This is an optimization exercise on Yosys and OpenROAD, whose aim is small area and a short achievable clock period, not a production implementation. Function was not checked in any run shown here: the RTL went through the layout flow alone. No activity file was given, so power comes from the tool's default toggle rates.

--- flow/flow/run.sh ---
#!/bin/bash
# Standard layout, with the timing repair asked to leave extra setup slack.
set -euo pipefail
bash standard.sh SETUP_SLACK_MARGIN=44 finish > flow_standard.log 2>&1
--- flow/standard.sh ---
#!/bin/bash
# synth_recipe.tcl (not shown) runs the flow's synth.tcl, then flattens the netlist and writes it again
# the make line also repeats each setting of config.mk as NAME=value (left out here)
make -C /OpenROAD-flow-scripts/flow DESIGN_CONFIG=/design/flow/config.mk WORK_HOME=/design/flow/orfs CLKGATE_MAP_FILE= SYNTH_SCRIPT=/design/flow/synth_recipe.tcl "${@:-finish}"
--- flow/config.mk ---
export PLATFORM = sky130hd
export DESIGN_NAME = ALU_TOP
export DESIGN_NICKNAME = ALU_TOP
export VERILOG_FILES = /design/flow/design.v
export SDC_FILE = /design/flow/constraint.sdc
export NUM_CORES = 4
export LEC_CHECK = 0
export ABC_AREA = 1
export CAP_MARGIN = 20
export CORE_MARGIN = 2
export CORE_UTILIZATION = 60
export PLACE_DENSITY = 0.7
export SLEW_MARGIN = 20
--- flow/constraint.sdc ---
create_clock -name core_clock -period 90.0 [get_ports {CLK}]
set_input_delay 18.0000 -clock core_clock [delete_from_list [all_inputs] [get_ports {CLK}]]
set_output_delay 18.0000 -clock core_clock [all_outputs]
set_load 0.01 [all_outputs]
--- flow/design.v ---
module Decoder (
  input  wire [1:0] IN,
  output wire [3:0] OUT
);
assign OUT = {IN[1] & IN[0], IN[1] & ~IN[0], ~IN[1] & IN[0], ~IN[1] & ~IN[0]};
endmodule
module ARITHMETIC_UNIT (
  input  wire [15:0] A,
  input  wire [15:0] B,
  input  wire [1:0]  ALU_FUNC,
  input  wire        CLK,
  input  wire        RST,
  input  wire        Arith_enable,
  output reg  [31:0] Arith_OUT,
  output reg         Arith_Flag
);
wire        sub = ALU_FUNC[0];
wire [16:0] sum = {A[15], A} + ({B[15], B} ^ {17{sub}}) + {16'b0, sub};
wire [31:0] prod;
MUL16 u_mul (.A(A), .B(B), .P(prod));
wire        sa = A[15];
wire        sb = B[15];
wire [15:0] ua = sa ? -A : A;
wire [15:0] bx = sb ? B : ~B;
wire        ci = ~sb;
wire [15:0] uq;
wire [16*16-1:0] rem;    
genvar k;
generate
  for (k = 15; k >= 0; k = k - 1) begin : row
    localparam W = 16 - k;
    wire [W-1:0] p;
    if (k == 15) begin : first
      assign p = ua[15];
    end else begin : next
      assign p = {rem[16*(k+1) +: W-1], ua[k]};
    end
    wire [W:0] s = {1'b0, p} + {1'b0, bx[W-1:0]} + {{W{1'b0}}, ci};
    wire hi;
    if (k == 0) begin : nohi
      assign hi = 1'b1;
    end else begin : yeshi
      assign hi = &bx[15:W];
    end
    assign uq[k] = s[W] & hi;
    assign rem[16*k +: W] = uq[k] ? s[W-1:0] : p;
    if (W < 16) begin : pad
      assign rem[16*k+W +: 16-W] = {16-W{1'b0}};
    end
  end
endgenerate
wire [16:0] q  = (sa ^ sb) ? -{1'b0, uq} : {1'b0, uq};
wire        bz = (B == 16'b0);
reg  [31:0] r;
always @(*)
  case (ALU_FUNC)
    2'b00, 2'b01: r = {{15{sum[16]}}, sum};
    2'b10:        r = prod;
    2'b11:        r = bz ? 32'b0 : {{15{q[16]}}, q};
  endcase
always @(posedge CLK or negedge RST)
  if (!RST) begin
    Arith_OUT  <= 32'b0;
    Arith_Flag <= 1'b0;
  end else begin
    Arith_OUT  <= Arith_enable ? r : 32'b0;
    Arith_Flag <= Arith_enable;
  end
endmodule
module MUL16 (
  input  wire [15:0] A,
  input  wire [15:0] B,
  output wire [31:0] P
);
wire one0 = B[0] ^ 1'b0;
wire two0 = (B[1] & ~B[0] & ~1'b0) | (~B[1] & B[0] & 1'b0);
wire neg0 = B[1];
wire pp0_0 = ((one0 & A[0]) | (two0 & 1'b0)) ^ neg0;
wire pp0_1 = ((one0 & A[1]) | (two0 & A[0])) ^ neg0;
wire pp0_2 = ((one0 & A[2]) | (two0 & A[1])) ^ neg0;
wire pp0_3 = ((one0 & A[3]) | (two0 & A[2])) ^ neg0;
wire pp0_4 = ((one0 & A[4]) | (two0 & A[3])) ^ neg0;
wire pp0_5 = ((one0 & A[5]) | (two0 & A[4])) ^ neg0;
wire pp0_6 = ((one0 & A[6]) | (two0 & A[5])) ^ neg0;
wire pp0_7 = ((one0 & A[7]) | (two0 & A[6])) ^ neg0;
wire pp0_8 = ((one0 & A[8]) | (two0 & A[7])) ^ neg0;
wire pp0_9 = ((one0 & A[9]) | (two0 & A[8])) ^ neg0;
wire pp0_10 = ((one0 & A[10]) | (two0 & A[9])) ^ neg0;
wire pp0_11 = ((one0 & A[11]) | (two0 & A[10])) ^ neg0;
wire pp0_12 = ((one0 & A[12]) | (two0 & A[11])) ^ neg0;
wire pp0_13 = ((one0 & A[13]) | (two0 & A[12])) ^ neg0;
wire pp0_14 = ((one0 & A[14]) | (two0 & A[13])) ^ neg0;
wire pp0_15 = ((one0 & A[15]) | (two0 & A[14])) ^ neg0;
wire pp0_16 = ((one0 & A[15]) | (two0 & A[15])) ^ neg0;
wire one1 = B[2] ^ B[1];
wire two1 = (B[3] & ~B[2] & ~B[1]) | (~B[3] & B[2] & B[1]);
wire neg1 = B[3];
wire pp1_0 = ((one1 & A[0]) | (two1 & 1'b0)) ^ neg1;
wire pp1_1 = ((one1 & A[1]) | (two1 & A[0])) ^ neg1;
wire pp1_2 = ((one1 & A[2]) | (two1 & A[1])) ^ neg1;
wire pp1_3 = ((one1 & A[3]) | (two1 & A[2])) ^ neg1;
wire pp1_4 = ((one1 & A[4]) | (two1 & A[3])) ^ neg1;
wire pp1_5 = ((one1 & A[5]) | (two1 & A[4])) ^ neg1;
wire pp1_6 = ((one1 & A[6]) | (two1 & A[5])) ^ neg1;
wire pp1_7 = ((one1 & A[7]) | (two1 & A[6])) ^ neg1;
wire pp1_8 = ((one1 & A[8]) | (two1 & A[7])) ^ neg1;
wire pp1_9 = ((one1 & A[9]) | (two1 & A[8])) ^ neg1;
wire pp1_10 = ((one1 & A[10]) | (two1 & A[9])) ^ neg1;
wire pp1_11 = ((one1 & A[11]) | (two1 & A[10])) ^ neg1;
wire pp1_12 = ((one1 & A[12]) | (two1 & A[11])) ^ neg1;
wire pp1_13 = ((one1 & A[13]) | (two1 & A[12])) ^ neg1;
wire pp1_14 = ((one1 & A[14]) | (two1 & A[13])) ^ neg1;
wire pp1_15 = ((one1 & A[15]) | (two1 & A[14])) ^ neg1;
wire pp1_16 = ((one1 & A[15]) | (two1 & A[15])) ^ neg1;
wire one2 = B[4] ^ B[3];
wire two2 = (B[5] & ~B[4] & ~B[3]) | (~B[5] & B[4] & B[3]);
wire neg2 = B[5];
wire pp2_0 = ((one2 & A[0]) | (two2 & 1'b0)) ^ neg2;
wire pp2_1 = ((one2 & A[1]) | (two2 & A[0])) ^ neg2;
wire pp2_2 = ((one2 & A[2]) | (two2 & A[1])) ^ neg2;
wire pp2_3 = ((one2 & A[3]) | (two2 & A[2])) ^ neg2;
wire pp2_4 = ((one2 & A[4]) | (two2 & A[3])) ^ neg2;
wire pp2_5 = ((one2 & A[5]) | (two2 & A[4])) ^ neg2;
wire pp2_6 = ((one2 & A[6]) | (two2 & A[5])) ^ neg2;
wire pp2_7 = ((one2 & A[7]) | (two2 & A[6])) ^ neg2;
wire pp2_8 = ((one2 & A[8]) | (two2 & A[7])) ^ neg2;
wire pp2_9 = ((one2 & A[9]) | (two2 & A[8])) ^ neg2;
wire pp2_10 = ((one2 & A[10]) | (two2 & A[9])) ^ neg2;
wire pp2_11 = ((one2 & A[11]) | (two2 & A[10])) ^ neg2;
wire pp2_12 = ((one2 & A[12]) | (two2 & A[11])) ^ neg2;
wire pp2_13 = ((one2 & A[13]) | (two2 & A[12])) ^ neg2;
wire pp2_14 = ((one2 & A[14]) | (two2 & A[13])) ^ neg2;
wire pp2_15 = ((one2 & A[15]) | (two2 & A[14])) ^ neg2;
wire pp2_16 = ((one2 & A[15]) | (two2 & A[15])) ^ neg2;
wire one3 = B[6] ^ B[5];
wire two3 = (B[7] & ~B[6] & ~B[5]) | (~B[7] & B[6] & B[5]);
wire neg3 = B[7];
wire pp3_0 = ((one3 & A[0]) | (two3 & 1'b0)) ^ neg3;
wire pp3_1 = ((one3 & A[1]) | (two3 & A[0])) ^ neg3;
wire pp3_2 = ((one3 & A[2]) | (two3 & A[1])) ^ neg3;
wire pp3_3 = ((one3 & A[3]) | (two3 & A[2])) ^ neg3;
wire pp3_4 = ((one3 & A[4]) | (two3 & A[3])) ^ neg3;
wire pp3_5 = ((one3 & A[5]) | (two3 & A[4])) ^ neg3;
wire pp3_6 = ((one3 & A[6]) | (two3 & A[5])) ^ neg3;
wire pp3_7 = ((one3 & A[7]) | (two3 & A[6])) ^ neg3;
wire pp3_8 = ((one3 & A[8]) | (two3 & A[7])) ^ neg3;
wire pp3_9 = ((one3 & A[9]) | (two3 & A[8])) ^ neg3;
wire pp3_10 = ((one3 & A[10]) | (two3 & A[9])) ^ neg3;
wire pp3_11 = ((one3 & A[11]) | (two3 & A[10])) ^ neg3;
wire pp3_12 = ((one3 & A[12]) | (two3 & A[11])) ^ neg3;
wire pp3_13 = ((one3 & A[13]) | (two3 & A[12])) ^ neg3;
wire pp3_14 = ((one3 & A[14]) | (two3 & A[13])) ^ neg3;
wire pp3_15 = ((one3 & A[15]) | (two3 & A[14])) ^ neg3;
wire pp3_16 = ((one3 & A[15]) | (two3 & A[15])) ^ neg3;
wire one4 = B[8] ^ B[7];
wire two4 = (B[9] & ~B[8] & ~B[7]) | (~B[9] & B[8] & B[7]);
wire neg4 = B[9];
wire pp4_0 = ((one4 & A[0]) | (two4 & 1'b0)) ^ neg4;
wire pp4_1 = ((one4 & A[1]) | (two4 & A[0])) ^ neg4;
wire pp4_2 = ((one4 & A[2]) | (two4 & A[1])) ^ neg4;
wire pp4_3 = ((one4 & A[3]) | (two4 & A[2])) ^ neg4;
wire pp4_4 = ((one4 & A[4]) | (two4 & A[3])) ^ neg4;
wire pp4_5 = ((one4 & A[5]) | (two4 & A[4])) ^ neg4;
wire pp4_6 = ((one4 & A[6]) | (two4 & A[5])) ^ neg4;
wire pp4_7 = ((one4 & A[7]) | (two4 & A[6])) ^ neg4;
wire pp4_8 = ((one4 & A[8]) | (two4 & A[7])) ^ neg4;
wire pp4_9 = ((one4 & A[9]) | (two4 & A[8])) ^ neg4;
wire pp4_10 = ((one4 & A[10]) | (two4 & A[9])) ^ neg4;
wire pp4_11 = ((one4 & A[11]) | (two4 & A[10])) ^ neg4;
wire pp4_12 = ((one4 & A[12]) | (two4 & A[11])) ^ neg4;
wire pp4_13 = ((one4 & A[13]) | (two4 & A[12])) ^ neg4;
wire pp4_14 = ((one4 & A[14]) | (two4 & A[13])) ^ neg4;
wire pp4_15 = ((one4 & A[15]) | (two4 & A[14])) ^ neg4;
wire pp4_16 = ((one4 & A[15]) | (two4 & A[15])) ^ neg4;
wire one5 = B[10] ^ B[9];
wire two5 = (B[11] & ~B[10] & ~B[9]) | (~B[11] & B[10] & B[9]);
wire neg5 = B[11];
wire pp5_0 = ((one5 & A[0]) | (two5 & 1'b0)) ^ neg5;
wire pp5_1 = ((one5 & A[1]) | (two5 & A[0])) ^ neg5;
wire pp5_2 = ((one5 & A[2]) | (two5 & A[1])) ^ neg5;
wire pp5_3 = ((one5 & A[3]) | (two5 & A[2])) ^ neg5;
wire pp5_4 = ((one5 & A[4]) | (two5 & A[3])) ^ neg5;
wire pp5_5 = ((one5 & A[5]) | (two5 & A[4])) ^ neg5;
wire pp5_6 = ((one5 & A[6]) | (two5 & A[5])) ^ neg5;
wire pp5_7 = ((one5 & A[7]) | (two5 & A[6])) ^ neg5;
wire pp5_8 = ((one5 & A[8]) | (two5 & A[7])) ^ neg5;
wire pp5_9 = ((one5 & A[9]) | (two5 & A[8])) ^ neg5;
wire pp5_10 = ((one5 & A[10]) | (two5 & A[9])) ^ neg5;
wire pp5_11 = ((one5 & A[11]) | (two5 & A[10])) ^ neg5;
wire pp5_12 = ((one5 & A[12]) | (two5 & A[11])) ^ neg5;
wire pp5_13 = ((one5 & A[13]) | (two5 & A[12])) ^ neg5;
wire pp5_14 = ((one5 & A[14]) | (two5 & A[13])) ^ neg5;
wire pp5_15 = ((one5 & A[15]) | (two5 & A[14])) ^ neg5;
wire pp5_16 = ((one5 & A[15]) | (two5 & A[15])) ^ neg5;
wire one6 = B[12] ^ B[11];
wire two6 = (B[13] & ~B[12] & ~B[11]) | (~B[13] & B[12] & B[11]);
wire neg6 = B[13];
wire pp6_0 = ((one6 & A[0]) | (two6 & 1'b0)) ^ neg6;
wire pp6_1 = ((one6 & A[1]) | (two6 & A[0])) ^ neg6;
wire pp6_2 = ((one6 & A[2]) | (two6 & A[1])) ^ neg6;
wire pp6_3 = ((one6 & A[3]) | (two6 & A[2])) ^ neg6;
wire pp6_4 = ((one6 & A[4]) | (two6 & A[3])) ^ neg6;
wire pp6_5 = ((one6 & A[5]) | (two6 & A[4])) ^ neg6;
wire pp6_6 = ((one6 & A[6]) | (two6 & A[5])) ^ neg6;
wire pp6_7 = ((one6 & A[7]) | (two6 & A[6])) ^ neg6;
wire pp6_8 = ((one6 & A[8]) | (two6 & A[7])) ^ neg6;
wire pp6_9 = ((one6 & A[9]) | (two6 & A[8])) ^ neg6;
wire pp6_10 = ((one6 & A[10]) | (two6 & A[9])) ^ neg6;
wire pp6_11 = ((one6 & A[11]) | (two6 & A[10])) ^ neg6;
wire pp6_12 = ((one6 & A[12]) | (two6 & A[11])) ^ neg6;
wire pp6_13 = ((one6 & A[13]) | (two6 & A[12])) ^ neg6;
wire pp6_14 = ((one6 & A[14]) | (two6 & A[13])) ^ neg6;
wire pp6_15 = ((one6 & A[15]) | (two6 & A[14])) ^ neg6;
wire pp6_16 = ((one6 & A[15]) | (two6 & A[15])) ^ neg6;
wire one7 = B[14] ^ B[13];
wire two7 = (B[15] & ~B[14] & ~B[13]) | (~B[15] & B[14] & B[13]);
wire neg7 = B[15];
wire pp7_0 = ((one7 & A[0]) | (two7 & 1'b0)) ^ neg7;
wire pp7_1 = ((one7 & A[1]) | (two7 & A[0])) ^ neg7;
wire pp7_2 = ((one7 & A[2]) | (two7 & A[1])) ^ neg7;
wire pp7_3 = ((one7 & A[3]) | (two7 & A[2])) ^ neg7;
wire pp7_4 = ((one7 & A[4]) | (two7 & A[3])) ^ neg7;
wire pp7_5 = ((one7 & A[5]) | (two7 & A[4])) ^ neg7;
wire pp7_6 = ((one7 & A[6]) | (two7 & A[5])) ^ neg7;
wire pp7_7 = ((one7 & A[7]) | (two7 & A[6])) ^ neg7;
wire pp7_8 = ((one7 & A[8]) | (two7 & A[7])) ^ neg7;
wire pp7_9 = ((one7 & A[9]) | (two7 & A[8])) ^ neg7;
wire pp7_10 = ((one7 & A[10]) | (two7 & A[9])) ^ neg7;
wire pp7_11 = ((one7 & A[11]) | (two7 & A[10])) ^ neg7;
wire pp7_12 = ((one7 & A[12]) | (two7 & A[11])) ^ neg7;
wire pp7_13 = ((one7 & A[13]) | (two7 & A[12])) ^ neg7;
wire pp7_14 = ((one7 & A[14]) | (two7 & A[13])) ^ neg7;
wire pp7_15 = ((one7 & A[15]) | (two7 & A[14])) ^ neg7;
wire pp7_16 = ((one7 & A[15]) | (two7 & A[15])) ^ neg7;
wire hs0 = pp0_10 ^ pp1_8;
wire hc0 = pp0_10 & pp1_8;
wire hs1 = pp0_11 ^ pp1_9;
wire hc1 = pp0_11 & pp1_9;
wire fs2 = pp0_12 ^ pp1_10 ^ pp2_8;
wire fc2 = (pp0_12 & pp1_10) | (pp0_12 & pp2_8) | (pp1_10 & pp2_8);
wire hs3 = pp3_6 ^ pp4_4;
wire hc3 = pp3_6 & pp4_4;
wire fs4 = pp0_13 ^ pp1_11 ^ pp2_9;
wire fc4 = (pp0_13 & pp1_11) | (pp0_13 & pp2_9) | (pp1_11 & pp2_9);
wire hs5 = pp3_7 ^ pp4_5;
wire hc5 = pp3_7 & pp4_5;
wire fs6 = pp0_14 ^ pp1_12 ^ pp2_10;
wire fc6 = (pp0_14 & pp1_12) | (pp0_14 & pp2_10) | (pp1_12 & pp2_10);
wire fs7 = pp3_8 ^ pp4_6 ^ pp5_4;
wire fc7 = (pp3_8 & pp4_6) | (pp3_8 & pp5_4) | (pp4_6 & pp5_4);
wire hs8 = pp6_2 ^ pp7_0;
wire hc8 = pp6_2 & pp7_0;
wire fs9 = pp0_15 ^ pp1_13 ^ pp2_11;
wire fc9 = (pp0_15 & pp1_13) | (pp0_15 & pp2_11) | (pp1_13 & pp2_11);
wire fs10 = pp3_9 ^ pp4_7 ^ pp5_5;
wire fc10 = (pp3_9 & pp4_7) | (pp3_9 & pp5_5) | (pp4_7 & pp5_5);
wire hs11 = pp6_3 ^ pp7_1;
wire hc11 = pp6_3 & pp7_1;
wire fs12 = ~pp0_16 ^ pp1_14 ^ pp2_12;
wire fc12 = (~pp0_16 & pp1_14) | (~pp0_16 & pp2_12) | (pp1_14 & pp2_12);
wire fs13 = pp3_10 ^ pp4_8 ^ pp5_6;
wire fc13 = (pp3_10 & pp4_8) | (pp3_10 & pp5_6) | (pp4_8 & pp5_6);
wire fs14 = pp6_4 ^ pp7_2 ^ 1'b1;
wire fc14 = (pp6_4 & pp7_2) | (pp6_4 & 1'b1) | (pp7_2 & 1'b1);
wire fs15 = pp1_15 ^ pp2_13 ^ pp3_11;
wire fc15 = (pp1_15 & pp2_13) | (pp1_15 & pp3_11) | (pp2_13 & pp3_11);
wire fs16 = pp4_9 ^ pp5_7 ^ pp6_5;
wire fc16 = (pp4_9 & pp5_7) | (pp4_9 & pp6_5) | (pp5_7 & pp6_5);
wire hs17 = pp7_3 ^ 1'b1;
wire hc17 = pp7_3 & 1'b1;
wire fs18 = ~pp1_16 ^ pp2_14 ^ pp3_12;
wire fc18 = (~pp1_16 & pp2_14) | (~pp1_16 & pp3_12) | (pp2_14 & pp3_12);
wire fs19 = pp4_10 ^ pp5_8 ^ pp6_6;
wire fc19 = (pp4_10 & pp5_8) | (pp4_10 & pp6_6) | (pp5_8 & pp6_6);
wire fs20 = pp2_15 ^ pp3_13 ^ pp4_11;
wire fc20 = (pp2_15 & pp3_13) | (pp2_15 & pp4_11) | (pp3_13 & pp4_11);
wire hs21 = pp5_9 ^ pp6_7;
wire hc21 = pp5_9 & pp6_7;
wire fs22 = ~pp2_16 ^ pp3_14 ^ pp4_12;
wire fc22 = (~pp2_16 & pp3_14) | (~pp2_16 & pp4_12) | (pp3_14 & pp4_12);
wire hs23 = pp3_15 ^ pp4_13;
wire hc23 = pp3_15 & pp4_13;
wire hs24 = pp0_6 ^ pp1_4;
wire hc24 = pp0_6 & pp1_4;
wire hs25 = pp0_7 ^ pp1_5;
wire hc25 = pp0_7 & pp1_5;
wire fs26 = pp0_8 ^ pp1_6 ^ pp2_4;
wire fc26 = (pp0_8 & pp1_6) | (pp0_8 & pp2_4) | (pp1_6 & pp2_4);
wire hs27 = pp3_2 ^ pp4_0;
wire hc27 = pp3_2 & pp4_0;
wire fs28 = pp0_9 ^ pp1_7 ^ pp2_5;
wire fc28 = (pp0_9 & pp1_7) | (pp0_9 & pp2_5) | (pp1_7 & pp2_5);
wire hs29 = pp3_3 ^ pp4_1;
wire hc29 = pp3_3 & pp4_1;
wire fs30 = pp2_6 ^ pp3_4 ^ pp4_2;
wire fc30 = (pp2_6 & pp3_4) | (pp2_6 & pp4_2) | (pp3_4 & pp4_2);
wire fs31 = pp5_0 ^ neg5 ^ hs0;
wire fc31 = (pp5_0 & neg5) | (pp5_0 & hs0) | (neg5 & hs0);
wire fs32 = pp2_7 ^ pp3_5 ^ pp4_3;
wire fc32 = (pp2_7 & pp3_5) | (pp2_7 & pp4_3) | (pp3_5 & pp4_3);
wire fs33 = pp5_1 ^ hs1 ^ hc0;
wire fc33 = (pp5_1 & hs1) | (pp5_1 & hc0) | (hs1 & hc0);
wire fs34 = pp5_2 ^ pp6_0 ^ neg6;
wire fc34 = (pp5_2 & pp6_0) | (pp5_2 & neg6) | (pp6_0 & neg6);
wire fs35 = fs2 ^ hs3 ^ hc1;
wire fc35 = (fs2 & hs3) | (fs2 & hc1) | (hs3 & hc1);
wire fs36 = pp5_3 ^ pp6_1 ^ fs4;
wire fc36 = (pp5_3 & pp6_1) | (pp5_3 & fs4) | (pp6_1 & fs4);
wire fs37 = hs5 ^ fc2 ^ hc3;
wire fc37 = (hs5 & fc2) | (hs5 & hc3) | (fc2 & hc3);
wire fs38 = neg7 ^ fs6 ^ fs7;
wire fc38 = (neg7 & fs6) | (neg7 & fs7) | (fs6 & fs7);
wire fs39 = hs8 ^ fc4 ^ hc5;
wire fc39 = (hs8 & fc4) | (hs8 & hc5) | (fc4 & hc5);
wire fs40 = fs9 ^ fs10 ^ hs11;
wire fc40 = (fs9 & fs10) | (fs9 & hs11) | (fs10 & hs11);
wire fs41 = fc6 ^ fc7 ^ hc8;
wire fc41 = (fc6 & fc7) | (fc6 & hc8) | (fc7 & hc8);
wire fs42 = fs12 ^ fs13 ^ fs14;
wire fc42 = (fs12 & fs13) | (fs12 & fs14) | (fs13 & fs14);
wire fs43 = fc9 ^ fc10 ^ hc11;
wire fc43 = (fc9 & fc10) | (fc9 & hc11) | (fc10 & hc11);
wire fs44 = fs15 ^ fs16 ^ hs17;
wire fc44 = (fs15 & fs16) | (fs15 & hs17) | (fs16 & hs17);
wire fs45 = fc12 ^ fc13 ^ fc14;
wire fc45 = (fc12 & fc13) | (fc12 & fc14) | (fc13 & fc14);
wire fs46 = pp7_4 ^ fs18 ^ fs19;
wire fc46 = (pp7_4 & fs18) | (pp7_4 & fs19) | (fs18 & fs19);
wire fs47 = fc15 ^ fc16 ^ hc17;
wire fc47 = (fc15 & fc16) | (fc15 & hc17) | (fc16 & hc17);
wire fs48 = pp7_5 ^ 1'b1 ^ fs20;
wire fc48 = (pp7_5 & 1'b1) | (pp7_5 & fs20) | (1'b1 & fs20);
wire fs49 = hs21 ^ fc18 ^ fc19;
wire fc49 = (hs21 & fc18) | (hs21 & fc19) | (fc18 & fc19);
wire fs50 = pp5_10 ^ pp6_8 ^ pp7_6;
wire fc50 = (pp5_10 & pp6_8) | (pp5_10 & pp7_6) | (pp6_8 & pp7_6);
wire fs51 = fs22 ^ fc20 ^ hc21;
wire fc51 = (fs22 & fc20) | (fs22 & hc21) | (fc20 & hc21);
wire fs52 = pp5_11 ^ pp6_9 ^ pp7_7;
wire fc52 = (pp5_11 & pp6_9) | (pp5_11 & pp7_7) | (pp6_9 & pp7_7);
wire fs53 = 1'b1 ^ hs23 ^ fc22;
wire fc53 = (1'b1 & hs23) | (1'b1 & fc22) | (hs23 & fc22);
wire fs54 = ~pp3_16 ^ pp4_14 ^ pp5_12;
wire fc54 = (~pp3_16 & pp4_14) | (~pp3_16 & pp5_12) | (pp4_14 & pp5_12);
wire fs55 = pp6_10 ^ pp7_8 ^ hc23;
wire fc55 = (pp6_10 & pp7_8) | (pp6_10 & hc23) | (pp7_8 & hc23);
wire fs56 = pp4_15 ^ pp5_13 ^ pp6_11;
wire fc56 = (pp4_15 & pp5_13) | (pp4_15 & pp6_11) | (pp5_13 & pp6_11);
wire hs57 = pp7_9 ^ 1'b1;
wire hc57 = pp7_9 & 1'b1;
wire fs58 = ~pp4_16 ^ pp5_14 ^ pp6_12;
wire fc58 = (~pp4_16 & pp5_14) | (~pp4_16 & pp6_12) | (pp5_14 & pp6_12);
wire hs59 = pp5_15 ^ pp6_13;
wire hc59 = pp5_15 & pp6_13;
wire hs60 = pp0_4 ^ pp1_2;
wire hc60 = pp0_4 & pp1_2;
wire hs61 = pp0_5 ^ pp1_3;
wire hc61 = pp0_5 & pp1_3;
wire fs62 = pp2_2 ^ pp3_0 ^ neg3;
wire fc62 = (pp2_2 & pp3_0) | (pp2_2 & neg3) | (pp3_0 & neg3);
wire fs63 = pp2_3 ^ pp3_1 ^ hs25;
wire fc63 = (pp2_3 & pp3_1) | (pp2_3 & hs25) | (pp3_1 & hs25);
wire fs64 = neg4 ^ fs26 ^ hs27;
wire fc64 = (neg4 & fs26) | (neg4 & hs27) | (fs26 & hs27);
wire fs65 = fs28 ^ hs29 ^ fc26;
wire fc65 = (fs28 & hs29) | (fs28 & fc26) | (hs29 & fc26);
wire fs66 = fs30 ^ fs31 ^ fc28;
wire fc66 = (fs30 & fs31) | (fs30 & fc28) | (fs31 & fc28);
wire fs67 = fs32 ^ fs33 ^ fc30;
wire fc67 = (fs32 & fs33) | (fs32 & fc30) | (fs33 & fc30);
wire fs68 = fs34 ^ fs35 ^ fc32;
wire fc68 = (fs34 & fs35) | (fs34 & fc32) | (fs35 & fc32);
wire fs69 = fs36 ^ fs37 ^ fc34;
wire fc69 = (fs36 & fs37) | (fs36 & fc34) | (fs37 & fc34);
wire fs70 = fs38 ^ fs39 ^ fc36;
wire fc70 = (fs38 & fs39) | (fs38 & fc36) | (fs39 & fc36);
wire fs71 = fs40 ^ fs41 ^ fc38;
wire fc71 = (fs40 & fs41) | (fs40 & fc38) | (fs41 & fc38);
wire fs72 = fs42 ^ fs43 ^ fc40;
wire fc72 = (fs42 & fs43) | (fs42 & fc40) | (fs43 & fc40);
wire fs73 = fs44 ^ fs45 ^ fc42;
wire fc73 = (fs44 & fs45) | (fs44 & fc42) | (fs45 & fc42);
wire fs74 = fs46 ^ fs47 ^ fc44;
wire fc74 = (fs46 & fs47) | (fs46 & fc44) | (fs47 & fc44);
wire fs75 = fs48 ^ fs49 ^ fc46;
wire fc75 = (fs48 & fs49) | (fs48 & fc46) | (fs49 & fc46);
wire fs76 = fs50 ^ fs51 ^ fc48;
wire fc76 = (fs50 & fs51) | (fs50 & fc48) | (fs51 & fc48);
wire fs77 = fs52 ^ fs53 ^ fc50;
wire fc77 = (fs52 & fs53) | (fs52 & fc50) | (fs53 & fc50);
wire fs78 = fs54 ^ fs55 ^ fc52;
wire fc78 = (fs54 & fs55) | (fs54 & fc52) | (fs55 & fc52);
wire fs79 = fs56 ^ hs57 ^ fc54;
wire fc79 = (fs56 & hs57) | (fs56 & fc54) | (hs57 & fc54);
wire fs80 = pp7_10 ^ fs58 ^ fc56;
wire fc80 = (pp7_10 & fs58) | (pp7_10 & fc56) | (fs58 & fc56);
wire fs81 = pp7_11 ^ 1'b1 ^ hs59;
wire fc81 = (pp7_11 & 1'b1) | (pp7_11 & hs59) | (1'b1 & hs59);
wire fs82 = ~pp5_16 ^ pp6_14 ^ pp7_12;
wire fc82 = (~pp5_16 & pp6_14) | (~pp5_16 & pp7_12) | (pp6_14 & pp7_12);
wire hs83 = pp6_15 ^ pp7_13;
wire hc83 = pp6_15 & pp7_13;
wire hs84 = pp0_2 ^ pp1_0;
wire hc84 = pp0_2 & pp1_0;
wire hs85 = pp0_3 ^ pp1_1;
wire hc85 = pp0_3 & pp1_1;
wire fs86 = pp2_0 ^ neg2 ^ hs60;
wire fc86 = (pp2_0 & neg2) | (pp2_0 & hs60) | (neg2 & hs60);
wire fs87 = pp2_1 ^ hs61 ^ hc60;
wire fc87 = (pp2_1 & hs61) | (pp2_1 & hc60) | (hs61 & hc60);
wire fs88 = hs24 ^ fs62 ^ hc61;
wire fc88 = (hs24 & fs62) | (hs24 & hc61) | (fs62 & hc61);
wire fs89 = hc24 ^ fs63 ^ fc62;
wire fc89 = (hc24 & fs63) | (hc24 & fc62) | (fs63 & fc62);
wire fs90 = hc25 ^ fs64 ^ fc63;
wire fc90 = (hc25 & fs64) | (hc25 & fc63) | (fs64 & fc63);
wire fs91 = hc27 ^ fs65 ^ fc64;
wire fc91 = (hc27 & fs65) | (hc27 & fc64) | (fs65 & fc64);
wire fs92 = hc29 ^ fs66 ^ fc65;
wire fc92 = (hc29 & fs66) | (hc29 & fc65) | (fs66 & fc65);
wire fs93 = fc31 ^ fs67 ^ fc66;
wire fc93 = (fc31 & fs67) | (fc31 & fc66) | (fs67 & fc66);
wire fs94 = fc33 ^ fs68 ^ fc67;
wire fc94 = (fc33 & fs68) | (fc33 & fc67) | (fs68 & fc67);
wire fs95 = fc35 ^ fs69 ^ fc68;
wire fc95 = (fc35 & fs69) | (fc35 & fc68) | (fs69 & fc68);
wire fs96 = fc37 ^ fs70 ^ fc69;
wire fc96 = (fc37 & fs70) | (fc37 & fc69) | (fs70 & fc69);
wire fs97 = fc39 ^ fs71 ^ fc70;
wire fc97 = (fc39 & fs71) | (fc39 & fc70) | (fs71 & fc70);
wire fs98 = fc41 ^ fs72 ^ fc71;
wire fc98 = (fc41 & fs72) | (fc41 & fc71) | (fs72 & fc71);
wire fs99 = fc43 ^ fs73 ^ fc72;
wire fc99 = (fc43 & fs73) | (fc43 & fc72) | (fs73 & fc72);
wire fs100 = fc45 ^ fs74 ^ fc73;
wire fc100 = (fc45 & fs74) | (fc45 & fc73) | (fs74 & fc73);
wire fs101 = fc47 ^ fs75 ^ fc74;
wire fc101 = (fc47 & fs75) | (fc47 & fc74) | (fs75 & fc74);
wire fs102 = fc49 ^ fs76 ^ fc75;
wire fc102 = (fc49 & fs76) | (fc49 & fc75) | (fs76 & fc75);
wire fs103 = fc51 ^ fs77 ^ fc76;
wire fc103 = (fc51 & fs77) | (fc51 & fc76) | (fs77 & fc76);
wire fs104 = fc53 ^ fs78 ^ fc77;
wire fc104 = (fc53 & fs78) | (fc53 & fc77) | (fs78 & fc77);
wire fs105 = fc55 ^ fs79 ^ fc78;
wire fc105 = (fc55 & fs79) | (fc55 & fc78) | (fs79 & fc78);
wire fs106 = hc57 ^ fs80 ^ fc79;
wire fc106 = (hc57 & fs80) | (hc57 & fc79) | (fs80 & fc79);
wire fs107 = fc58 ^ fs81 ^ fc80;
wire fc107 = (fc58 & fs81) | (fc58 & fc80) | (fs81 & fc80);
wire fs108 = hc59 ^ fs82 ^ fc81;
wire fc108 = (hc59 & fs82) | (hc59 & fc81) | (fs82 & fc81);
wire fs109 = 1'b1 ^ hs83 ^ fc82;
wire fc109 = (1'b1 & hs83) | (1'b1 & fc82) | (hs83 & fc82);
wire fs110 = ~pp6_16 ^ pp7_14 ^ hc83;
wire fc110 = (~pp6_16 & pp7_14) | (~pp6_16 & hc83) | (pp7_14 & hc83);
wire hs111 = pp7_15 ^ 1'b1;
wire hc111 = pp7_15 & 1'b1;
wire [31:0] X = {1'b1, ~pp7_16, hs111, fs110, fs109, fs108, fs107, fs106, fs105, fs104, fs103, fs102, fs101, fs100, fs99, fs98, fs97, fs96, fs95, fs94, fs93, fs92, fs91, fs90, fs89, fs88, fs87, fs86, hs85, neg1, pp0_1, pp0_0};
wire [31:0] Y = {1'b0, hc111, fc110, fc109, fc108, fc107, fc106, fc105, fc104, fc103, fc102, fc101, fc100, fc99, fc98, fc97, fc96, fc95, fc94, fc93, fc92, fc91, fc90, fc89, fc88, fc87, fc86, hc85, hc84, hs84, 1'b0, neg0};
wire [32:0] rc;
assign rc[0] = 1'b0;
genvar k;
generate for (k = 0; k < 32; k = k + 1) begin : rca
  assign P[k] = X[k] ^ Y[k] ^ rc[k];
  assign rc[k+1] = (X[k] & Y[k]) | (X[k] & rc[k]) | (Y[k] & rc[k]);
end endgenerate
endmodule
module LOGIC_UNIT (
  input  wire [15:0] A,
  input  wire [15:0] B,
  input  wire [1:0]  ALU_FUNC,
  input  wire        CLK,
  input  wire        RST,
  input  wire        Logic_enable,
  output reg  [15:0] Logic_OUT,
  output reg         Logic_Flag
);
wire [15:0] r = (ALU_FUNC[0] ? (A | B) : (A & B)) ^ {16{ALU_FUNC[1]}};
always @(posedge CLK or negedge RST)
  if (!RST) begin
    Logic_OUT  <= 16'b0;
    Logic_Flag <= 1'b0;
  end else begin
    Logic_OUT  <= Logic_enable ? r : 16'b0;
    Logic_Flag <= Logic_enable;
  end
endmodule
module SHIFT_UNIT (
  input  wire [15:0] A,
  input  wire [15:0] B,
  input  wire [1:0]  ALU_FUNC,
  input  wire        CLK,
  input  wire        RST,
  input  wire        Shift_enable,
  output reg  [16:0] Shift_OUT,
  output reg         Shift_Flag
);
wire [15:0] x = ALU_FUNC[1] ? B : A;
wire [16:0] r = ALU_FUNC[0] ? {x, 1'b0} : {2'b0, x[15:1]};
always @(posedge CLK or negedge RST)
  if (!RST) begin
    Shift_OUT  <= 17'b0;
    Shift_Flag <= 1'b0;
  end else begin
    Shift_OUT  <= Shift_enable ? r : 17'b0;
    Shift_Flag <= Shift_enable;
  end
endmodule
module CMP_UNIT (
  input  wire [15:0] A,
  input  wire [15:0] B,
  input  wire [1:0]  ALU_FUNC,
  input  wire        CLK,
  input  wire        RST,
  input  wire        CMP_enable,
  output reg  [1:0]  CMP_OUT,
  output reg         CMP_Flag
);
wire eq = (A == B);
wire lt = (A < B);
wire gt = ~eq & ~lt;
reg [1:0] r;
always @(*)
  case (ALU_FUNC)
    2'b00: r = 2'b00;
    2'b01: r = {1'b0, eq};
    2'b10: r = {gt, 1'b0};
    2'b11: r = {lt, lt};
  endcase
always @(posedge CLK or negedge RST)
  if (!RST) begin
    CMP_OUT  <= 2'b0;
    CMP_Flag <= 1'b0;
  end else begin
    CMP_OUT  <= CMP_enable ? r : 2'b0;
    CMP_Flag <= CMP_enable;
  end
endmodule
module ALU_TOP (
  input  wire [15:0] A,
  input  wire [15:0] B,
  input  wire [3:0]  ALU_FUNC,
  input  wire        CLK,
  input  wire        RST,
  output wire [31:0] Arith_OUT,
  output wire        Arith_Flag,
  output wire [15:0] Logic_OUT,
  output wire        Logic_Flag,
  output wire [16:0] Shift_OUT,
  output wire        Shift_Flag,
  output wire [1:0]  CMP_OUT,
  output wire        CMP_Flag
);
wire Arith_enable, Logic_enable, CMP_enable, Shift_enable;
Decoder U0 (.IN(ALU_FUNC[3:2]), .OUT({Shift_enable, CMP_enable, Logic_enable, Arith_enable}));
ARITHMETIC_UNIT U0_ARITHMETIC_UNIT (.A(A), .B(B), .ALU_FUNC(ALU_FUNC[1:0]), .CLK(CLK), .RST(RST),
  .Arith_enable(Arith_enable), .Arith_OUT(Arith_OUT), .Arith_Flag(Arith_Flag));
LOGIC_UNIT U0_LOGIC_UNIT (.A(A), .B(B), .ALU_FUNC(ALU_FUNC[1:0]), .CLK(CLK), .RST(RST),
  .Logic_enable(Logic_enable), .Logic_OUT(Logic_OUT), .Logic_Flag(Logic_Flag));
SHIFT_UNIT U0_SHIFT_UNIT (.A(A), .B(B), .ALU_FUNC(ALU_FUNC[1:0]), .CLK(CLK), .RST(RST),
  .Shift_enable(Shift_enable), .Shift_OUT(Shift_OUT), .Shift_Flag(Shift_Flag));
CMP_UNIT U0_CMP_UNIT (.A(A), .B(B), .ALU_FUNC(ALU_FUNC[1:0]), .CLK(CLK), .RST(RST),
  .CMP_enable(CMP_enable), .CMP_OUT(CMP_OUT), .CMP_Flag(CMP_Flag));
endmodule
==> results.py, run 1 <==
metrics = {
    "run_status": {
        "run_status": "timing/DRC/antenna clean",
    },
    "floorplan": {
        "num_rows": 62,
        "die_h_um": 175,
        "coreArea_um2": 28900,
        "start_util": 0.611,
        "die_w_um": 175,
        "die_area_um2": 30800,
        "ioPinCount": 109,
    },
    "route": {
        "dr_total_vias": 17500,
        "firstDrtPassIters": 7,
        "drtIter0Drc": 1819,
        "post_drt_wl_per_cell_um": 20.9,
        "ant_nets": 0,
        "drt_wl_total_um": 60100,
        "detail_route.vias_per_cell": 6.08,
        "drt_drc_violations_left": 0,
    },
    "global_route": {
        "overflow": 0,
        "grt_pass1_wl_um": 92400,
        "antenna_found_initial": 0,
        "grt_max_degree": 72,
        "grt_pass1_vias": 17000,
        "grtUsageTotal": 0.385,
    },
    "synth": {
        "async_reset_ff_frac": 1.00,
        "synth-seq-cells": 71,
        "synth-main-ff-cell": "dfrtp_1",
        "ys_seq_area_frac": 0.101,
        "ys.warnings.count": 4,
        "ys_types": 67,
        "postSynthAreaPerCell_um2": 7.54,
        "synth_enable_flop_cells": 0,
        "postSynthNetCount": 2715,
        "syn_area_um2": 17600,
        "syn_inst": 2340,
    },
    "final_layout": {
        "final_cell_mix": "nand2_1 (344), inv_1 (268), xor2_1 (212), ha_1 (203), a21oi_1 (150)",
        "nets": 2860,
        "area_growth_pct": 17.2,
        "nFillCells": 2429,
        "num_antenna_cells": 0,
        "fin_area_um2": 20700,
        "multi_input_area_um2": 14700,
        "regArea_um2": 1780,
        "layout_commonest_cell": "nand2_1",
        "drive_above_1_share": 0.163,
    },
    "critical_path": {
        "critPathMaxStageDelay_ps": 430,
        "worstSetupEndpointType": "register",
        "path_max_fanout": 17,
        "required_ps": 90200,
        "worstSetupPathType": "input port to register",
        "crit_start": "B[15]",
        "cp_slowest_cell": "fa_2",
        "cp_common_cell": "nand2_1",
        "start_kind": "input port",
        "arrival_ps": 44520,
    },
    "clock_tree": {
        "holdBufCountCts": 0,
        "htreeDepth": 3,
        "cts_num_sinks": 71,
        "cts_buffers": 9,
        "cts_buffer_depth": 2,
        "path_clk_slew_ps": 70,
        "ctsRootBufferMaster": "clkbuf_16",
        "cts_tree": "built",
    },
    "min_path": {
        "min_path_type": "input port to async pin",
    },
    "place": {
        "dpl.hpwl_um": 43400,
        "port_buffers": 108,
        "placed_area_um2": 18900,
        "gp_congestion": 0.972,
    },
    "job": {
        "cap_violations": 0,
    },
    "timing": {
        "rsz0062_at_grt": "no",
        "clock.fmax_mhz": 22.6,
        "setup_viol": 0,
        "finalCritPeriodShare": 0.492,
        "finalCriticalPeriod_ps": 44320,
        "tns_ps": 0,
        "worst_pin_slew_ps": 1030,
        "timing_hold_violations_final": 0,
        "whs_ps": 17780,
        "slew_headroom": 0.311,
        "drv_slew": 0,
    },
    "power_and_ir_drop": {
        "peakVddDrop_mv": 0.0930,
        "power_density_nw_per_um2": 24.0,
        "leakage_nw": 10.3,
    },
}
[through the flow]
step	setup slack, ps	power [W]	cells	utilization
after floorplan	45990	0.000296	2340	-
after detailed placement	38990	0.000432	2763	0.654
after global placement	40090	0.000429	2763	0.653
after global routing	43770	0.000549	2874	0.716
final	45680	0.000497	2874	0.716
after CTS	44050	0.000477	2818	0.683
[cells in the mapped netlist (all sizes together) (18+ instances only)]
| library cell | count | area (µm²) |
|---|---|---|
| or2 | 18 | 113 |
| xor2 | 225 | 2020 |
| xnor2 | 53 | 543 |
| inv | 303 | 1150 |
| o22ai | 133 | 832 |
| dfrtp | 71 | 1780 |
| nand3 | 96 | 538 |
| ha | 211 | 2640 |
| o21ai | 186 | 1020 |
| nor2 | 123 | 494 |
| clkbuf | 75 | 392 |
| a21oi | 159 | 803 |
| buf | 32 | 223 |
| o21bai | 29 | 233 |
| fa | 126 | 2520 |
| nand2 | 390 | 1560 |
[sequential cells by signal (all words and copies together), names as in the netlist]
name                           count
U0_ARITHMETIC_UNIT.Arith_OUT      32
U0_SHIFT_UNIT.Shift_OUT           17
U0_LOGIC_UNIT.Logic_OUT           16
U0_CMP_UNIT.CMP_OUT                2
U0_ARITHMETIC_UNIT.Arith_Flag      1
U0_CMP_UNIT.CMP_Flag               1
U0_LOGIC_UNIT.Logic_Flag           1
U0_SHIFT_UNIT.Shift_Flag           1
[timing repair]
action	CTS	global route
setup endpoints to repair	32	32
pin swaps	16	51
cloned	6	4
gates resized for setup	83	147
buffers inserted	33	52
[power by group]
part / switching (W) / leakage [nW] / internal (W) / total, W
sequential: 0.00000211 / 0.954 / 0.0000356 / 0.0000377
combinational: 0.000249 / 9.17 / 0.000173 / 0.000422
clock: 0.0000173 / 0.136 / 0.0000193 / 0.0000366
total: 0.000269 / 10.3 / 0.000228 / 0.000497
[per-layer routing]
layer,GRT usage,wire length [µm],up-vias
met5,0.00801,34,-
met2,0.593,26300,951
met4,0.156,2650,2
li1,-,-,8048
met1,0.526,24500,8273
met3,0.0810,6640,212
[cells by family (layout without fill, tap and decap cells)]
logic type               Yosys count  count (layout)  synth area share
multiplexers                       3               3           0.00170
buffers and inverters            426             572             0.103
XOR/XNOR                         278             278             0.145
AND/OR/NAND/NOR                  665             669             0.168
AO/OA/AOI/OAI                    560             560             0.188
flip-flops                        71              71             0.101
adder cells (fa/ha/maj)          337             337             0.293
[final cells by class]
class	count	area share
multi-input cells	1847	0.710
repair buffers	233	0.104
flip-flops and latches	71	0.0859
inverters	319	0.0623
well taps	384	0.0232
clock buffers	9	0.0109
clock inverters	7	0.00309
repair inverters	4	0.000847
[worst max-delay path, delay by kind of cell]
kind,cells,cell delay (ps)
buffers and inverters,23,2490
xor gates and xnor gates,10,1660
AOI/OAI and AO/OA,57,7810
and+or+nand+nor,83,8760
adders and majority gates,17,5760
[worst max path at each step]
stage | endpoint | slack (ps) | cells past startpoint
2_1_floorplan | U0_ARITHMETIC_UNIT.Arith_OUT[21] | 45990 | 206
3_3_place_gp | U0_ARITHMETIC_UNIT.Arith_OUT[12] | 40090 | 196
6_report | U0_ARITHMETIC_UNIT.Arith_OUT[20] | 45680 | 190
5_1_grt | U0_ARITHMETIC_UNIT.Arith_OUT[18] | 43770 | 200
3_5_place_dp | U0_ARITHMETIC_UNIT.Arith_OUT[12] | 38990 | 196
4_1_cts | U0_ARITHMETIC_UNIT.Arith_OUT[12] | 44050 | 200
==> run 2: changes to the inputs <==
==> flow/run.sh (new file) <==
#!/bin/bash
# synth_recipe.tcl (not shown) runs the flow's synth.tcl, then flattens the netlist and writes it again
# the make line also repeats each setting of config.mk as NAME=value (left out here)
make -C /OpenROAD-flow-scripts/flow DESIGN_CONFIG=/design/flow/config.mk WORK_HOME=/design/flow/orfs CLKGATE_MAP_FILE= SYNTH_SCRIPT=/design/flow/synth_recipe.tcl finish
removed: flow/flow/run.sh
removed: flow/standard.sh
==> run 2 against run 1 <==
Power is 4.8% lower. Critical path type unchanged. Synthesized area stayed put. Critical endpoint is now U0_ARITHMETIC_UNIT.Arith_OUT[12]. Highest routed layer is now met4. Still clean. Clock power about the same.
==> results.py, run 2 <==
metrics = {
    "run_status": {
        "run_status": "timing/DRC/antenna clean",
    },
    "route": {
        "firstDrtPassIters": 6,
        "detail_route.vias_per_cell": 6.08,
        "post_drt_wl_per_cell_um": 20.4,
        "dr_total_vias": 16900,
        "drt_drc_violations_left": 0,
        "drtIter0Drc": 1629,
        "ant_nets": 0,
        "drt_wl_total_um": 56800,
    },
    "timing": {
        "rsz0062_at_grt": "no",
        "finalCritPeriodShare": 0.569,
        "drv_slew": 0,
        "clock.fmax_mhz": 19.5,
        "tns_ps": 0,
        "worst_pin_slew_ps": 1110,
        "setup_viol": 0,
        "slew_headroom": 0.258,
        "timing_hold_violations_final": 0,
        "finalCriticalPeriod_ps": 51200,
    },
    "synth": {
        "synth_top_area_cell": "ha_1",
        "yosys-top-cells-count": "nand2_1 (358), inv_1 (277), xor2_1 (220)",
        "syn_inst": 2340,
        "async_reset_ff_frac": 1.00,
        "post-synth-top-count-cell": "nand2_1",
        "synth_enable_flop_cells": 0,
        "synth-main-ff-cell": "dfrtp_1",
        "postSynthNetCount": 2715,
        "postSynthAreaPerCell_um2": 7.54,
        "syn_area_um2": 17600,
        "ys_seq_area_frac": 0.101,
        "synth-seq-cells": 71,
        "synth_top_area_frac": 0.150,
        "ys.warnings.count": 4,
        "ys_types": 67,
        "synth_area_leaders": "ha_1 (15%), fa_1 (14%), xor2_1 (11%)",
    },
    "global_route": {
        "overflow": 0,
        "grt_use_met2": 0.583,
        "met3_usage": 0.0675,
        "antenna_found_initial": 0,
        "grt_busiest_layer": "met2",
        "grt_pass1_wl_um": 90000,
        "met1_usage": 0.517,
        "grtUsageTotal": 0.373,
        "grt_max_degree": 72,
        "grt_pass1_vias": 16500,
    },
    "final_layout": {
        "drive_above_1_share": 0.0823,
        "fin_area_um2": 19200,
        "num_antenna_cells": 0,
        "nFillCells": 2592,
        "instances_no_fill": 2779,
        "layout_commonest_cell": "nand2_1",
        "largest_reg_flops": 32,
        "fin_util": 0.664,
        "multi_input_area_um2": 14000,
        "top_regs": "U0_ARITHMETIC_UNIT.Arith_OUT: 32 flops, U0_SHIFT_UNIT.Shift_OUT: 17 flops, U0_LOGIC_UNIT.Logic_OUT: 16 flops",
        "final_cell_mix": "nand2_1 (358), inv_1 (277), xor2_1 (220), ha_1 (211), a21oi_1 (157)",
        "nets": 2765,
        "regArea_um2": 1780,
        "area_growth_pct": 8.58,
        "top_register": "U0_ARITHMETIC_UNIT.Arith_OUT",
    },
    "floorplan": {
        "num_rows": 62,
        "die_w_um": 175,
        "die_area_um2": 30800,
        "ioPinCount": 109,
        "die_h_um": 175,
        "coreArea_um2": 28900,
        "start_util": 0.611,
    },
    "clock_tree": {
        "cts_num_sinks": 71,
        "postCtsSetupRepairBufs": 0,
        "ctsRootBufferMaster": "clkbuf_16",
        "htreeDepth": 3,
        "cts_buffer_depth": 2,
        "cts_buffers": 9,
        "cts_tree": "built",
        "ctsResizeCount": 0,
        "holdBufCountCts": 0,
        "path_clk_slew_ps": 70,
    },
    "critical_path": {
        "path_max_fanout": 26,
        "cp_common_cell": "nand2_1",
        "required_ps": 90240,
        "arrival_ps": 51440,
        "start_kind": "input port",
        "cp_slowest_cell": "and3_1",
        "worstSetupPathType": "input port to register",
        "critPathMaxStageDelay_ps": 750,
        "worstSetupEndpointType": "register",
    },
    "place": {
        "placed_area_um2": 18900,
        "dpl.hpwl_um": 43400,
        "placedCellCount": 2763,
        "port_buffers": 108,
        "gp_congestion": 0.972,
    },
    "power_and_ir_drop": {
        "power_density_nw_per_um2": 24.7,
        "leakage_nw": 9.52,
        "peakVddDrop_mv": 0.0929,
    },
    "job": {
        "cap_violations": 0,
    },
    "min_path": {
        "min_path_type": "input port to async pin",
    },
}
## run 2: cell counts after synthesis
No cell type changed its count.
## run 2: stage by stage
stage	worst slack (ps)	hold WS, ps	power, W
floorplan	45990	17700	0.000296
global placement	40090	18180	0.000429
detailed placement	38990	18190	0.000432
CTS	39230	17820	0.000471
global route	35220	17850	0.000526
finish	38800	17790	0.000473
## run 2: how the worst max path moves through the flow
stage                     startpoint                          endpoint  slack, ps
after floorplan                 A[0]  U0_ARITHMETIC_UNIT.Arith_OUT[21]      45990
after global placement          A[1]  U0_ARITHMETIC_UNIT.Arith_OUT[12]      40090
after detailed placement        A[1]  U0_ARITHMETIC_UNIT.Arith_OUT[12]      38990
after CTS                       A[1]  U0_ARITHMETIC_UNIT.Arith_OUT[12]      39230
after global routing            A[1]  U0_ARITHMETIC_UNIT.Arith_OUT[12]      35220
final                           A[1]  U0_ARITHMETIC_UNIT.Arith_OUT[12]      38800
## run 2: per-layer routing
metal  routed length, µm  up-vias
met2               25200      832
met1               23700     8041
met3                5620      172
met5                   0        -
met4                2300        0
li1                    -     7841
## run 2: final cells by class
class                           count  area share
Clock inverter                      7     0.00333
Sequential cell                    71      0.0928
Inverter                          319      0.0630
Multi-Input combinational cell   1843       0.733
Tap cell                          384      0.0251
Timing Repair Buffer              146      0.0707
Clock buffer                        9      0.0118
## run 2: cell families after synthesis
group                    share of synthesized area
AO/OA/AOI/OAI                                0.188
flip-flops                                   0.101
XOR/XNOR                                     0.145
AND/OR/NAND/NOR                              0.168
buffers and inverters                        0.103
multiplexers                               0.00170
adder cells (fa/ha/maj)                      0.293
## run 2: critical path, delay by kind of cell
family	cells	cell delay (ps)
xor+xnor	11	2140
fa+ha+maj	17	5870
simple gates	85	12350
buf+inv	24	4710
compound gates	59	8300
## run 2: power breakdown
part / total [W] / switching (W) / leakage, nW / internal [W]
logic: 0.000399 / 0.000239 / 8.43 / 0.000160
registers: 0.0000377 / 0.00000210 / 0.954 / 0.0000356
clock network: 0.0000364 / 0.0000171 / 0.136 / 0.0000193
==> run 3: changes to the inputs <==
--- a/flow/design.v
+++ b/flow/design.v
@@ -18,38 +18,8 @@
 wire [16:0] sum = {A[15], A} + ({B[15], B} ^ {17{sub}}) + {16'b0, sub};
 wire [31:0] prod;
 MUL16 u_mul (.A(A), .B(B), .P(prod));
-wire        sa = A[15];
-wire        sb = B[15];
-wire [15:0] ua = sa ? -A : A;
-wire [15:0] bx = sb ? B : ~B;
-wire        ci = ~sb;
-wire [15:0] uq;
-wire [16*16-1:0] rem;    
-genvar k;
-generate
-  for (k = 15; k >= 0; k = k - 1) begin : row
-    localparam W = 16 - k;
-    wire [W-1:0] p;
-    if (k == 15) begin : first
-      assign p = ua[15];
-    end else begin : next
-      assign p = {rem[16*(k+1) +: W-1], ua[k]};
-    end
-    wire [W:0] s = {1'b0, p} + {1'b0, bx[W-1:0]} + {{W{1'b0}}, ci};
-    wire hi;
-    if (k == 0) begin : nohi
-      assign hi = 1'b1;
-    end else begin : yeshi
-      assign hi = &bx[15:W];
-    end
-    assign uq[k] = s[W] & hi;
-    assign rem[16*k +: W] = uq[k] ? s[W-1:0] : p;
-    if (W < 16) begin : pad
-      assign rem[16*k+W +: 16-W] = {16-W{1'b0}};
-    end
-  end
-endgenerate
-wire [16:0] q  = (sa ^ sb) ? -{1'b0, uq} : {1'b0, uq};
+wire [16:0] q;
+DIV16 u_div (.A(A), .B(B), .Q(q));
 wire        bz = (B == 16'b0);
 reg  [31:0] r;
 always @(*)
@@ -466,6 +436,44 @@
   assign rc[k+1] = (X[k] & Y[k]) | (X[k] & rc[k]) | (Y[k] & rc[k]);
 end endgenerate
 endmodule
+module DIV16 (
+  input  wire [15:0] A,
+  input  wire [15:0] B,
+  output wire [16:0] Q
+);
+wire        sa = A[15];
+wire        sb = B[15];
+wire [15:0] ua = sa ? -A : A;
+wire [15:0] bx = sb ? B : ~B;
+wire        ci = ~sb;
+wire [15:0] uq;
+wire [16*16-1:0] rem;    
+genvar k;
+generate
+  for (k = 15; k >= 0; k = k - 1) begin : row
+    localparam W = 16 - k;
+    wire [W-1:0] p;
+    if (k == 15) begin : first
+      assign p = ua[15];
+    end else begin : next
+      assign p = {rem[16*(k+1) +: W-1], ua[k]};
+    end
+    wire [W:0] s = {1'b0, p} + {1'b0, bx[W-1:0]} + {{W{1'b0}}, ci};
+    wire hi;
+    if (k == 0) begin : nohi
+      assign hi = 1'b1;
+    end else begin : yeshi
+      assign hi = &bx[15:W];
+    end
+    assign uq[k] = s[W] & hi;
+    assign rem[16*k +: W] = uq[k] ? s[W-1:0] : p;
+    if (W < 16) begin : pad
+      assign rem[16*k+W +: 16-W] = {16-W{1'b0}};
+    end
+  end
+endgenerate
+assign Q = (sa ^ sb) ? -{1'b0, uq} : {1'b0, uq};
+endmodule
 module LOGIC_UNIT (
   input  wire [15:0] A,
   input  wire [15:0] B,
==> flow/flow/run.sh (new file) <==
#!/bin/bash
# Standard layout, with the timing repair asked to leave extra setup slack.
set -euo pipefail
bash standard.sh SETUP_SLACK_MARGIN=48 finish > flow_standard.log 2>&1
==> flow/standard.sh (new file) <==
#!/bin/bash
# synth_recipe.tcl (not shown) runs the flow's synth.tcl, then flattens the netlist and writes it again
# the make line also repeats each setting of config.mk as NAME=value (left out here)
make -C /OpenROAD-flow-scripts/flow DESIGN_CONFIG=/design/flow/config.mk WORK_HOME=/design/flow/orfs CLKGATE_MAP_FILE= SYNTH_SCRIPT=/design/flow/synth_recipe.tcl "${@:-finish}"
removed: flow/run.sh
==> run 3 against run 2 <==
Utilization up 15 points. Non-clock buffer count rose by 263. Still clean on timing, DRC and antenna. Die area shrank 0.97%. Synthesized cell count unchanged. Sequential power decreased by 2%. Power is 26% higher. Via count up 18%. Maximum frequency is 12% higher. Wire length increased by 29%. Worst setup slack improved by 5600 ps. Synthesized area is 0.99% lower. Clock power about the same. Highest routed layer is now met5.
==> results.py, run 3 <==
metrics = {
    "route": {
        "post_drt_wl_per_cell_um": 24.0,
        "dr_total_vias": 19900,
        "drtIter0Drc": 2491,
        "ant_nets": 0,
        "drt_wl_total_um": 73200,
        "detail_route.vias_per_cell": 6.54,
        "firstDrtPassIters": 9,
        "drt_drc_violations_left": 0,
    },
    "critical_path": {
        "worstSetupEndpointType": "register",
        "cp_common_cell": "nand2_2",
        "cp_slowest_cell": "inv_1",
        "worstSetupPathType": "input port to register",
        "arrival_ps": 45790,
        "start_kind": "input port",
        "critPathMaxStageDelay_ps": 520,
        "required_ps": 90210,
        "path_max_fanout": 11,
    },
    "final_layout": {
        "regArea_um2": 1780,
        "top_register": "U0_ARITHMETIC_UNIT.Arith_OUT",
        "fin_util": 0.815,
        "largest_reg_flops": 32,
        "area_growth_pct": 33.9,
        "nFillCells": 1784,
        "final_cell_mix": "nand2_1 (302), buf_4 (265), inv_1 (263), xor2_1 (212), ha_1 (177)",
        "instances_no_fill": 3045,
        "top_regs": "U0_ARITHMETIC_UNIT.Arith_OUT: 32 flops, U0_SHIFT_UNIT.Shift_OUT: 17 flops, U0_LOGIC_UNIT.Logic_OUT: 16 flops",
        "nets": 3028,
        "drive_above_1_share": 0.281,
        "layout_commonest_cell": "nand2_1",
        "multi_input_area_um2": 15800,
    },
    "synth": {
        "synth-main-ff-cell": "dfrtp_1",
        "synth_top_area_cell": "ha_1",
        "ys.warnings.count": 4,
        "syn_inst": 2340,
        "post-synth-top-count-cell": "nand2_1",
        "async_reset_ff_frac": 1.00,
        "yosys-top-cells-count": "nand2_1 (355), inv_1 (282), xor2_1 (226)",
        "synth-seq-cells": 71,
        "ys_seq_area_frac": 0.102,
        "syn_area_um2": 17500,
        "synth_area_leaders": "ha_1 (15%), fa_1 (14%), xor2_1 (11%)",
        "postSynthNetCount": 2715,
        "synth_top_area_frac": 0.151,
        "synth_enable_flop_cells": 0,
        "ys_types": 62,
        "postSynthAreaPerCell_um2": 7.46,
    },
    "power_and_ir_drop": {
        "peakVddDrop_mv": 0.0867,
        "power_density_nw_per_um2": 25.5,
        "leakage_nw": 11.4,
    },
    "timing": {
        "setup_viol": 0,
        "finalCritPeriodShare": 0.506,
        "rsz0062_at_grt": "yes",
        "clock.fmax_mhz": 21.9,
        "timing_hold_violations_final": 0,
        "tns_ps": 0,
        "finalCriticalPeriod_ps": 45580,
        "slew_headroom": 0.320,
        "drv_slew": 0,
        "worst_pin_slew_ps": 1020,
    },
    "global_route": {
        "overflow": 0,
        "grt_max_degree": 65,
        "grt_pass1_wl_um": 103000,
        "grtUsageTotal": 0.430,
        "grt_pass1_vias": 19200,
        "antenna_found_initial": 4,
    },
    "clock_tree": {
        "cts_buffer_depth": 2,
        "path_clk_slew_ps": 60,
        "ctsRootBufferMaster": "clkbuf_16",
        "htreeDepth": 3,
        "cts_buffers": 9,
        "cts_num_sinks": 71,
        "cts_tree": "built",
        "holdBufCountCts": 0,
    },
    "place": {
        "gp_congestion": 0.975,
        "port_buffers": 108,
        "dpl.hpwl_um": 43400,
        "placedCellCount": 2758,
    },
    "floorplan": {
        "start_util": 0.608,
        "num_rows": 62,
        "ioPinCount": 109,
        "die_w_um": 175,
        "die_area_um2": 30500,
        "die_h_um": 175,
        "coreArea_um2": 28700,
    },
    "min_path": {
        "min_path_type": "input port to async pin",
    },
    "job": {
        "cap_violations": 0,
    },
    "run_status": {
        "run_status": "timing/DRC/antenna clean",
    },
}
-- run 3: changes by cell type in the layout (fill, tap and decap cells not counted), moves of 27 or more --
cell | before | now
nand2_1 | 358 | 302
a21oi_1 | 157 | 112
nor2_1 | 116 | 86
o21ai_0 | 113 | 85
buf_4 | 39 | 265
clkdlybuf4s50_1 | 105 | 78
ha_1 | 211 | 177
ha_4 | 0 | 33
a21oi_2 | 2 | 49
-- run 3: layout make-up --
class	count	area share
Clock inverter	6	0.00294
Inverter	323	0.0565
Antenna cell	3	0.000321
Clock buffer	10	0.00979
Sequential cell	71	0.0760
Timing Repair inverter	1	0.000374
Timing Repair Buffer	409	0.159
Tap cell	384	0.0205
Multi-Input combinational cell	1838	0.674
-- run 3: through the flow --
stage	total power, W	hold WS (ps)	setup slack, ps	cell area [µm²]
after floorplan	0.000303	17700	47230	17900
after global placement	0.000442	17840	42190	19100
after detailed placement	0.000446	17840	41240	19100
after CTS	0.000535	17470	47070	22300
after global routing	0.000636	17480	43420	23400
final	0.000595	17470	44420	23400
-- run 3: report_power, final --
group | total [W] | internal (W) | leakage, nW | switching [W]
Clock | 0.0000366 | 0.0000216 | 0.143 | 0.0000150
Sequential | 0.0000371 | 0.0000356 | 0.954 | 0.00000144
Combinational | 0.000522 | 0.000222 | 10.3 | 0.000299
-- run 3: critical path, delay by kind of cell --
family	cells	cell delay (ps)
fa+ha+maj	16	4890
compound gates	57	8780
buf+inv	36	4850
simple gates	67	7820
xor+xnor	7	1290
-- run 3: worst max-delay path by stage --
stage | startpoint | to | slack, ps | depth (start not counted)
floorplan | A[0] | U0_ARITHMETIC_UNIT.Arith_OUT[21] | 47230 | 209
global placement | A[1] | U0_ARITHMETIC_UNIT.Arith_OUT[27] | 42190 | 199
detailed placement | A[1] | U0_ARITHMETIC_UNIT.Arith_OUT[22] | 41240 | 199
CTS | A[0] | U0_ARITHMETIC_UNIT.Arith_OUT[20] | 47070 | 200
global route | B[15] | U0_ARITHMETIC_UNIT.Arith_OUT[26] | 43420 | 189
finish | B[10] | U0_ARITHMETIC_UNIT.Arith_OUT[26] | 44420 | 183
-- run 3: repair_timing --
action                                  CTS  global route
gates resized for setup                 323           139
buffers inserted                        205            55
hold endpoints to repair                  0             0
gates cloned                              8             0
endpoints found under the setup margin   32            32
pin swaps                               143           165
-- run 3: per-layer routing --
metal  track usage  up-vias  wire length, µm
li1              -     8395                -
met1         0.492     9279            24300
met2         0.736     1617            33500
met3        0.0688      621             8680
met4         0.302        2             6690
met5             0        -               16
-- run 3: cells by family after synthesis --
logic type | count (synthesis) | synth area share
and+or+nand+nor | 638 | 0.161
AOI/OAI and AO/OA | 579 | 0.196
muxes | 3 | 0.00172
DFF | 71 | 0.102
xor gates and xnor gates | 278 | 0.143
buffers and inverters | 434 | 0.101
adders and majority gates | 337 | 0.296
==> run 4: changes to the inputs <==
==> flow/flow/run.sh (replaced) <==
#!/bin/bash
# Standard layout, with the timing repair asked to leave extra setup slack.
set -euo pipefail
bash standard.sh SETUP_SLACK_MARGIN=52 finish > flow_standard.log 2>&1
==> run 4 against run 3 <==
Worst setup slack lost 3000 ps. Flip-flop and latch count is the same. Utilization grew 1.6 points. Largest power group unchanged. Still clean on timing, DRC and antenna. Global-route usage grew 1.0 points.
==> results.py, run 4 <==
metrics = {
    "floorplan": {
        "num_rows": 62,
        "coreArea_um2": 28700,
        "start_util": 0.608,
    },
    "global_route": {
        "grt_pass1_vias": 19400,
        "grt_pass1_wl_um": 104000,
        "grt_max_degree": 66,
    },
    "critical_path": {
        "path_max_fanout": 11,
        "worstSetupPathType": "input port to register",
        "worstSetupEndpointType": "register",
        "crit_start": "B[15]",
    },
    "synth": {
        "async_reset_ff_frac": 1.00,
        "synth_top_area_frac": 0.151,
        "ys_seq_area_frac": 0.102,
        "yosys-top-cells-count": "nand2_1 (355), inv_1 (282), xor2_1 (226)",
        "syn_inst": 2340,
        "syn_area_um2": 17500,
        "synth-main-ff-cell": "dfrtp_1",
        "post-synth-top-count-cell": "nand2_1",
        "synth_enable_flop_cells": 0,
        "synth-seq-cells": 71,
    },
    "power_and_ir_drop": {
        "leakage_nw": 11.6,
        "power_frac_seq": 0.059,
        "p_int_w": 0.000290,
        "pwr-share-clk": 0.063,
    },
    "clock_tree": {
        "ctsRootBufferMaster": "clkbuf_16",
        "cts_buffers": 9,
        "htreeDepth": 3,
        "cts_tree": "built",
        "holdBufCountCts": 0,
    },
    "final_layout": {
        "area_growth_pct": 36.5,
        "layout_commonest_cell": "buf_4",
        "final_cell_mix": "buf_4 (307), nand2_1 (303), inv_1 (264), xor2_1 (212), ha_1 (177)",
        "top_regs": "U0_ARITHMETIC_UNIT.Arith_OUT: 32 flops, U0_SHIFT_UNIT.Shift_OUT: 17 flops, U0_LOGIC_UNIT.Logic_OUT: 16 flops",
        "nFillCells": 1625,
        "top_register": "U0_ARITHMETIC_UNIT.Arith_OUT",
    },
    "run_status": {
        "run_status": "timing/DRC/antenna clean",
    },
    "timing": {
        "setup_viol": 0,
        "slew_headroom": 0.154,
        "rsz0062_at_grt": "yes",
        "worst_pin_slew_ps": 1270,
        "whs_ps": 17460,
        "finalCritPeriodShare": 0.539,
    },
    "place": {
        "gp_congestion": 0.949,
        "port_buffers": 108,
        "placed_area_um2": 19200,
    },
    "route": {
        "drt_wl_total_um": 85000,
        "firstDrtPassIters": 9,
        "drt_drc_violations_left": 0,
        "drtIter0Drc": 3429,
    },
}
==> run 4: final cells by class <==
| class | instances | area (µm²) | area share |
|---|---|---|---|
| repair buffers | 450 | 4050 | 0.170 |
| flip-flops and latches | 71 | 1780 | 0.0745 |
| inverters | 323 | 1340 | 0.0562 |
| well taps | 384 | 480 | 0.0202 |
| diodes | 5 | 12.5 | 0.000525 |
| repair inverters | 1 | 8.76 | 0.000367 |
| multi-input cells | 1838 | 15900 | 0.665 |
| clock inverters | 6 | 92.6 | 0.00388 |
| clock buffers | 10 | 229 | 0.00960 |
==> run 4: cells by family (layout without fill, tap and decap cells) <==
group | count (synthesis) | after routing | synth area share
adder cells (fa/ha/maj) | 337 | 337 | 0.296
multiplexers | 3 | 3 | 0.00172
flip-flops | 71 | 71 | 0.102
other | 0 | 5 | 0
AND/OR/NAND/NOR | 638 | 641 | 0.161
AO/OA/AOI/OAI | 579 | 579 | 0.196
XOR/XNOR | 278 | 278 | 0.143
buffers and inverters | 434 | 790 | 0.101
==> run 4: stage by stage <==
stage	instances	total power (W)	setup WS [ps]	utilization
2_1_floorplan	2340	0.000304	47240	-
3_3_place_gp	2762	0.000439	42180	0.668
3_5_place_dp	2762	0.000447	41120	0.668
4_1_cts	3021	0.000550	47170	0.789
5_1_grt	3087	0.000669	40460	0.831
6_report	3088	0.000630	41470	0.831
==> run 4: what timing repair did <==
action / 4_1_cts / 5_1_grt
gates resized for setup: 330 / 148
cloned: 8 / 0
setup buffers: 235 / 62
endpoints found under the setup margin: 32 / 32
pin swaps: 141 / 167
==> run 4: worst paths after layout <==
check                                              endpoint  slack [ps]
min in group core_clock          U0_SHIFT_UNIT.Shift_OUT[2]       18100
max in group asynchronous  U0_ARITHMETIC_UNIT.Arith_OUT[26]       71420
min                        U0_ARITHMETIC_UNIT.Arith_OUT[19]       17460
max                        U0_ARITHMETIC_UNIT.Arith_OUT[31]       41470
==> run 4: power by group through the flow <==
stage          Clock [W]  Combinational, W  Sequential [W]
6_report       0.0000399          0.000553       0.0000372
5_1_grt        0.0000412          0.000590       0.0000374
4_1_cts        0.0000396          0.000473       0.0000371
3_5_place_dp           0          0.000409       0.0000376
3_3_place_gp           0          0.000402       0.0000377
2_1_floorplan          0          0.000265       0.0000392
==> run 4: routing by layer <==
metal / routed length (µm) / part of all wire / track usage
met5: 566 / 0.0067 / 0
met4: 9910 / 0.12 / 0.321
met3: 13600 / 0.16 / 0.0846
met2: 35000 / 0.41 / 0.746
met1: 26000 / 0.31 / 0.496
==> run 4: worst max-delay path, delay by kind of cell <==
kind            cells  cell delay, ps
simple gates       68            8740
fa+ha+maj          16            4800
buf+inv            33            3950
xor+xnor            4            1350
compound gates     66           11790

Setup slack of run 4, layout unchanged: 41.467 ns with ideal ports, 41.497 ns with driving cells assumed (clock clkbuf_16, inputs buf_2), 41.090 ns with port delays also shifted by the 0.407 ns mid clock arrival.
